This is an optimization exercise on Yosys and OpenROAD, whose aim is small area, not a production implementation. The RTL was checked by simulation tests, not by an equivalence proof against the original design. No driver is modelled on the clock port, so clock power and skew are understated where the tree is cut down; a real chip needs a root buffer or a tree. Power is estimated from default activity; no workload was simulated.

==> module axis_jtag_v1_0, before the edit <==
module axis_jtag_v1_0 #
(
   parameter integer C_S_AXIS_DATA_WIDTH   = 64,
   parameter integer C_S_AXIS_DATA_LENGTH  = 32,
   parameter integer C_TCK_CLOCK_RATIO     = 4
)
(
   input  wire                                  channel,
   input  wire                                  s_axis_aclk,
   input  wire                                  s_axis_aresetn,
   input  wire [C_S_AXIS_DATA_WIDTH-1 : 0]      s_axis_tdata,
   input  wire                                  s_axis_tvalid,
   output wire                                  s_axis_tready,
   input  wire [7 : 0]                          s_axis_tkeep,
   input  wire                                  s_axis_tlast,
   output wire                                  TCK_0,
   output wire                                  TMS_0,
   output wire                                  TDI_0,
   input  wire                                  TDO_0,
   output wire                                  TCK_1,
   output wire                                  TMS_1,
   output wire                                  TDI_1,
   input  wire                                  TDO_1
);
   reg         f;         
   reg  [1:0]  q;         
   reg  [4:0]  p;         
   reg  [30:0] a;
   reg  [30:0] b;
   reg         tms_r;
   reg         tdi_r;
   wire        active = ~f;
   wire        pull   = f & ~q[1];           
   wire        ready  = f & q[1];            
   wire        turn   = active;
   wire        last   = active & q[1] & ~q[0];    
   wire [5:0]  pn     = {1'b0, p} + {5'd0, last};
   always @(posedge s_axis_aclk) begin
      if (!s_axis_aresetn) begin
         f <= 1'b1;
         q <= 2'b00;
      end else begin
         f    <= f ? ~ready : pn[5];
         q[0] <= ~q[1];
         q[1] <= q[0] & (active | (~q[1] & s_axis_tvalid));
      end
      p <= f ? 5'd0 : pn[4:0];
   end
   wire [30:0] du = {s_axis_tdata[16], s_axis_tdata[1], s_axis_tdata[17], s_axis_tdata[2], s_axis_tdata[18], s_axis_tdata[3], s_axis_tdata[19], s_axis_tdata[4], s_axis_tdata[20], s_axis_tdata[5], s_axis_tdata[21], s_axis_tdata[6], s_axis_tdata[22], s_axis_tdata[7], s_axis_tdata[23], s_axis_tdata[8], s_axis_tdata[24], s_axis_tdata[9], s_axis_tdata[25], s_axis_tdata[10], s_axis_tdata[26], s_axis_tdata[11], s_axis_tdata[27], s_axis_tdata[12], s_axis_tdata[28], s_axis_tdata[13], s_axis_tdata[29], s_axis_tdata[14], s_axis_tdata[30], s_axis_tdata[15], s_axis_tdata[31]};
   wire [30:0] dv = {s_axis_tdata[33], s_axis_tdata[49], s_axis_tdata[34], s_axis_tdata[50], s_axis_tdata[35], s_axis_tdata[51], s_axis_tdata[36], s_axis_tdata[52], s_axis_tdata[37], s_axis_tdata[53], s_axis_tdata[38], s_axis_tdata[54], s_axis_tdata[39], s_axis_tdata[55], s_axis_tdata[40], s_axis_tdata[56], s_axis_tdata[41], s_axis_tdata[57], s_axis_tdata[42], s_axis_tdata[58], s_axis_tdata[43], s_axis_tdata[59], s_axis_tdata[44], s_axis_tdata[60], s_axis_tdata[45], s_axis_tdata[61], s_axis_tdata[46], s_axis_tdata[62], s_axis_tdata[47], s_axis_tdata[63], s_axis_tdata[48]};
   always @(posedge s_axis_aclk) begin
      a <= ~((du & {31{pull}}) | (dv & {31{ready}}) |
             ({b[29:0], b[30]} & {31{turn}}));
      b <= a;
   end
   always @(posedge s_axis_aclk) begin
      if (last | ready) begin
         tms_r <= ready ? ~s_axis_tdata[0]  : a[0];
         tdi_r <= ready ? ~s_axis_tdata[32] : ~b[0];
      end
   end
   wire tck = active & q[1];
   wire tms = active & ~tms_r;
   wire tdi = active & ~tdi_r;
   assign s_axis_tready = ready;
   assign TCK_0 = ~channel & tck;
   assign TMS_0 = ~channel & tms;
   assign TDI_0 = ~channel & tdi;
   assign TCK_1 =  channel & tck;
   assign TMS_1 =  channel & tms;
   assign TDI_1 =  channel & tdi;
endmodule
export LEC_CHECK = 0
export CAP_MARGIN = 0
export CORE_MARGIN = 2
export CORE_UTILIZATION = 60
export SLEW_MARGIN = 0
create_clock -name core_clock -period 10.0 [get_ports {s_axis_aclk}]
standard.sh (not shown) runs the stock make flow with config.mk's settings and CLKGATE_MAP_FILE= SYNTH_SCRIPT=/design/flow/synth_recipe.tcl, a recipe that flattens the netlist after the stock synthesis.
==> flow/flow/run.sh <==
#!/bin/bash
# Layout flow: the standard ORFS flow (standard.sh) with three changes:
#  - synthesis maps the logic with an area-oriented ABC script (abc.script);
#    the registers are the standard synthesis's (ABC does not touch them);
#  - port buffers are the smallest buffer, sky130_fd_sc_hd__buf_1;
#  - a one-level clock tree of 4 buffers (buf_6, flow/manual_cts.tcl) in place of
#    clock_tree_synthesis.
# Each tool's output goes to the ORFS logs; make's output to standard.log.
set -euo pipefail
here=$(pwd)
cp flow/abc.script "$here/abc_area_opt.script"
cat > "$here/synth_opt.tcl" <<TCL
proc abc {args} {
  set i [lsearch -exact \$args -script]
  if { \$i >= 0 } { lset args [expr { \$i + 1 }] $here/abc_area_opt.script }
  yosys abc {*}\$args
}
source $here/synth_recipe.tcl
TCL
sed "s#SYNTH_SCRIPT=[^ ]*#SYNTH_SCRIPT=$here/synth_opt.tcl#" standard.sh > standard_opt.sh
export BUFFER_PORTS_ARGS="-buffer_cell sky130_fd_sc_hd__buf_1"
export PRE_CTS_TCL="$here/flow/manual_cts.tcl"
export CTS_ARGS="-sink_clustering_enable -repair_clock_nets -dont_use_dummy_load -buf_list sky130_fd_sc_hd__clkbuf_4"
bash standard_opt.sh > standard.log 2>&1
Other scripts of this flow, unchanged in this note and not shown: flow/flow/abc.script, flow/flow/manual_cts.tcl
==> next run, changes <==
--- a/flow/design.v
+++ b/flow/design.v
@@ -31,8 +31,8 @@
    reg         tms_r;
    reg         tdi_r;
    wire        active = ~f;
-   wire        pull   = f & ~q[1];           
-   wire        ready  = f & q[1];            
+   wire        pull   = f & ~q[1] & q[0];
+   wire        ready  = f & q[1] & q[0];
    wire        turn   = active;
    wire        last   = active & q[1] & ~q[0];    
    wire [5:0]  pn     = {1'b0, p} + {5'd0, last};
Outcome: The changed run passed the timing, DRC and antenna checks. Setup slack gains 0.023 ns. Sequential cell count is unchanged. Utilization grows by 1.1 points. Via count shrinks by 0.81%. Design area grows by about 1.4%. Wire length shrinks by about 4.6%. Hold slack gains 0.0052 ns. Sequential share of layout area shrinks by 0.89 points.
In every run of this note, the design's own scripts or RTL, not TritonCTS, make the clock network.

* * *

Setup of old:
Another version of the RTL of axis_jtag_v1_0 (not shown whole).
For scale: roughly 250 cells after synthesis, about 72 flip-flops, ~86 I/O pins.
==> module axis_jtag_v1_0, before the edit <==
module axis_jtag_v1_0 #
(
   parameter integer C_S_AXIS_DATA_WIDTH   = 64,
   parameter integer C_S_AXIS_DATA_LENGTH  = 32,
   parameter integer C_TCK_CLOCK_RATIO     = 4
)
(
   input  wire                                  channel,
   input  wire                                  s_axis_aclk,
   input  wire                                  s_axis_aresetn,
   input  wire [C_S_AXIS_DATA_WIDTH-1 : 0]      s_axis_tdata,
   input  wire                                  s_axis_tvalid,
   output wire                                  s_axis_tready,
   input  wire [7 : 0]                          s_axis_tkeep,
   input  wire                                  s_axis_tlast,
   output wire                                  TCK_0,
   output wire                                  TMS_0,
   output wire                                  TDI_0,
   input  wire                                  TDO_0,
   output wire                                  TCK_1,
   output wire                                  TMS_1,
   output wire                                  TDI_1,
   input  wire                                  TDO_1
);
   reg  [7:0]  c;
   reg  [31:0] tms_q;
   reg  [31:0] tdi_q;
   wire [6:0]  k      = c[6:0];
   wire        active = ~c[7];
   wire        pull   = c[7] & c[0];
   wire        ready  = c[7] & c[1];
   wire        inc    = ~(pull & ~s_axis_tvalid);
   always @(posedge s_axis_aclk) begin
      if (!s_axis_aresetn)
         c <= 8'd128;
      else if (ready)
         c <= 8'd0;
      else
         c <= c + {7'd0, inc};
   end
   always @(posedge s_axis_aclk) begin
      tms_q <= ~((s_axis_tdata[31:0]  | {32{~pull}}) & (tms_q | {32{pull}}));
      tdi_q <= ~((s_axis_tdata[63:32] | {32{~pull}}) & (tdi_q | {32{pull}}));
   end
   wire [7:0]  s1n = ~(8'b00000001 << k[4:2]);
   wire [3:0]  s2  = {4{active}} & (4'b0001 << k[6:5]);
   wire [3:0]  gms, gdi;
   genvar g;
   generate
      for (g = 0; g < 4; g = g + 1) begin : grp
         assign gms[g] = &(tms_q[8*g+7:8*g] | s1n);
         assign gdi[g] = &(tdi_q[8*g+7:8*g] | s1n);
      end
   endgenerate
   wire tck = active & k[1];
   wire tms = |(gms & s2) ^ (active & c[0]);
   wire tdi = |(gdi & s2) ^ (active & c[0]);
   assign s_axis_tready = ready;
   assign TCK_0 = ~channel & tck;
   assign TMS_0 = ~channel & tms;
   assign TDI_0 = ~channel & tdi;
   assign TCK_1 =  channel & tck;
   assign TMS_1 =  channel & tms;
   assign TDI_1 =  channel & tdi;
endmodule
export LEC_CHECK = 0
export CAP_MARGIN = 20
export CORE_MARGIN = 2
export CORE_UTILIZATION = 35
export SLEW_MARGIN = 20
create_clock -name core_clock -period 10.0 [get_ports {s_axis_aclk}]
==> flow/flow/run.sh <==
#!/bin/bash
# Layout flow: the standard ORFS flow (standard.sh) with three changes:
#  - synthesis maps the logic with an area-oriented ABC script (abc.script);
#    the registers are the standard synthesis's (ABC does not touch them);
#  - port buffers are the smallest buffer, sky130_fd_sc_hd__buf_1;
#  - clock tree synthesis without dummy loads.
# Each tool's output goes to the ORFS logs; make's output to standard.log.
set -euo pipefail
here=$(pwd)
cp flow/abc.script "$here/abc_area_opt.script"
cat > "$here/synth_opt.tcl" <<TCL
proc abc {args} {
  set i [lsearch -exact \$args -script]
  if { \$i >= 0 } { lset args [expr { \$i + 1 }] $here/abc_area_opt.script }
  yosys abc {*}\$args
}
source $here/synth_recipe.tcl
TCL
sed "s#SYNTH_SCRIPT=[^ ]*#SYNTH_SCRIPT=$here/synth_opt.tcl#" standard.sh > standard_opt.sh
export BUFFER_PORTS_ARGS="-buffer_cell sky130_fd_sc_hd__buf_1"
export CTS_ARGS="-sink_clustering_enable -repair_clock_nets -dont_use_dummy_load -buf_list sky130_fd_sc_hd__clkbuf_4"
bash standard_opt.sh > standard.log 2>&1
==> flow/flow/abc.script <==
strash
dch
amap
topo
What new does differently from old at the input level:
diff --git a/flow/design.v b/flow/design.v
--- a/flow/design.v
+++ b/flow/design.v
@@ -24,12 +24,13 @@
    input  wire                                  TDO_1
 );
    reg  [7:0]  c;
-   reg  [31:0] tms_q;
-   reg  [31:0] tdi_q;
+   reg  [31:0] a;
+   reg  [31:0] b;
    wire [6:0]  k      = c[6:0];
    wire        active = ~c[7];
    wire        pull   = c[7] & c[0];
    wire        ready  = c[7] & c[1];
+   wire        turn   = ~(pull | ready);
    wire        inc    = ~(pull & ~s_axis_tvalid);
    always @(posedge s_axis_aclk) begin
       if (!s_axis_aresetn)
@@ -40,22 +41,26 @@
          c <= c + {7'd0, inc};
    end
    always @(posedge s_axis_aclk) begin
-      tms_q <= ~((s_axis_tdata[31:0]  | {32{~pull}}) & (tms_q | {32{pull}}));
-      tdi_q <= ~((s_axis_tdata[63:32] | {32{~pull}}) & (tdi_q | {32{pull}}));
+      a <= ~((s_axis_tdata[31:0]  & {32{pull}})  |
+             (s_axis_tdata[63:32] & {32{ready}}) |
+             (b                   & {32{turn}}));
+      b <= a;
    end
    wire [7:0]  s1n = ~(8'b00000001 << k[4:2]);
-   wire [3:0]  s2  = {4{active}} & (4'b0001 << k[6:5]);
-   wire [3:0]  gms, gdi;
+   wire [3:0]  s2  = 4'b0001 << k[6:5];
+   wire [3:0]  ga, gb;
    genvar g;
    generate
       for (g = 0; g < 4; g = g + 1) begin : grp
-         assign gms[g] = &(tms_q[8*g+7:8*g] | s1n);
-         assign gdi[g] = &(tdi_q[8*g+7:8*g] | s1n);
+         assign ga[g] = &(a[8*g+7:8*g] | s1n);
+         assign gb[g] = &(b[8*g+7:8*g] | s1n);
       end
    endgenerate
+   wire ma = |(ga & s2);
+   wire mb = |(gb & s2);
    wire tck = active & k[1];
-   wire tms = |(gms & s2) ^ (active & c[0]);
-   wire tdi = |(gdi & s2) ^ (active & c[0]);
+   wire tms = active & ((k[0] ? ma : mb) ^ ~(k[0] ^ k[1]));
+   wire tdi = active & ((k[0] ? mb : ma) ^ ~k[1]);
    assign s_axis_tready = ready;
    assign TCK_0 = ~channel & tck;
    assign TMS_0 = ~channel & tms;
Notes after the runs:
Re count of mapped cells out of synthesis: new is about 13% down on old. Delta (new minus old): combinational cell fraction of total power did not really move, total routed wirelength went down, share of the synthesized area in compound gates (AO/OA/AOI/OAI) went down, tightest hold margin went down. Actual slew at the worst max-slew pin: higher on new. new vs old: summed instance area of the synthesized netlist down. Diff old..new | sequential cell count | negligible.

==> re-timing with driven ports <==
In the flow no input, the clock included, has a driving cell. The finished layouts below were timed again as built, in two steps.
Step 1 assumes that a clkbuf_16 drives the clock port and a buf_2 every other input.
Step 2, shift: input delay + t, output delay - t, t = (earliest + latest rising clock arrival at the registers) / 2. This alone moves slack from input paths to output paths.
a / b / c = no drivers / after step 1 / after step 2; a / b = the first two.
| run | t (ns) | slack for setup (ns) | worst setup path after step 2 | clock arrival spread, ns | worst data-port slew with drivers (ns) |
|---|---|---|---|---|---|
| the first run of note 1 | 0.182 | 5.369 / 5.347 / 5.347 | input to output | 0.031 / 0.031 | 0.04 |
| the second run of note 1 | 0.183 | 5.392 / 5.370 / 5.370 | input to output | 0.019 / 0.020 | 0.04 |
| old | 0.420 | 5.230 / 5.204 / 5.243 | input to output | 0.031 / 0.031 | 0.04 |
| new | 0.411 | 4.960 / 4.933 / 5.345 | register to output | 0.033 / 0.033 | 0.03 |
After both steps setup and hold are still met in every run listed.
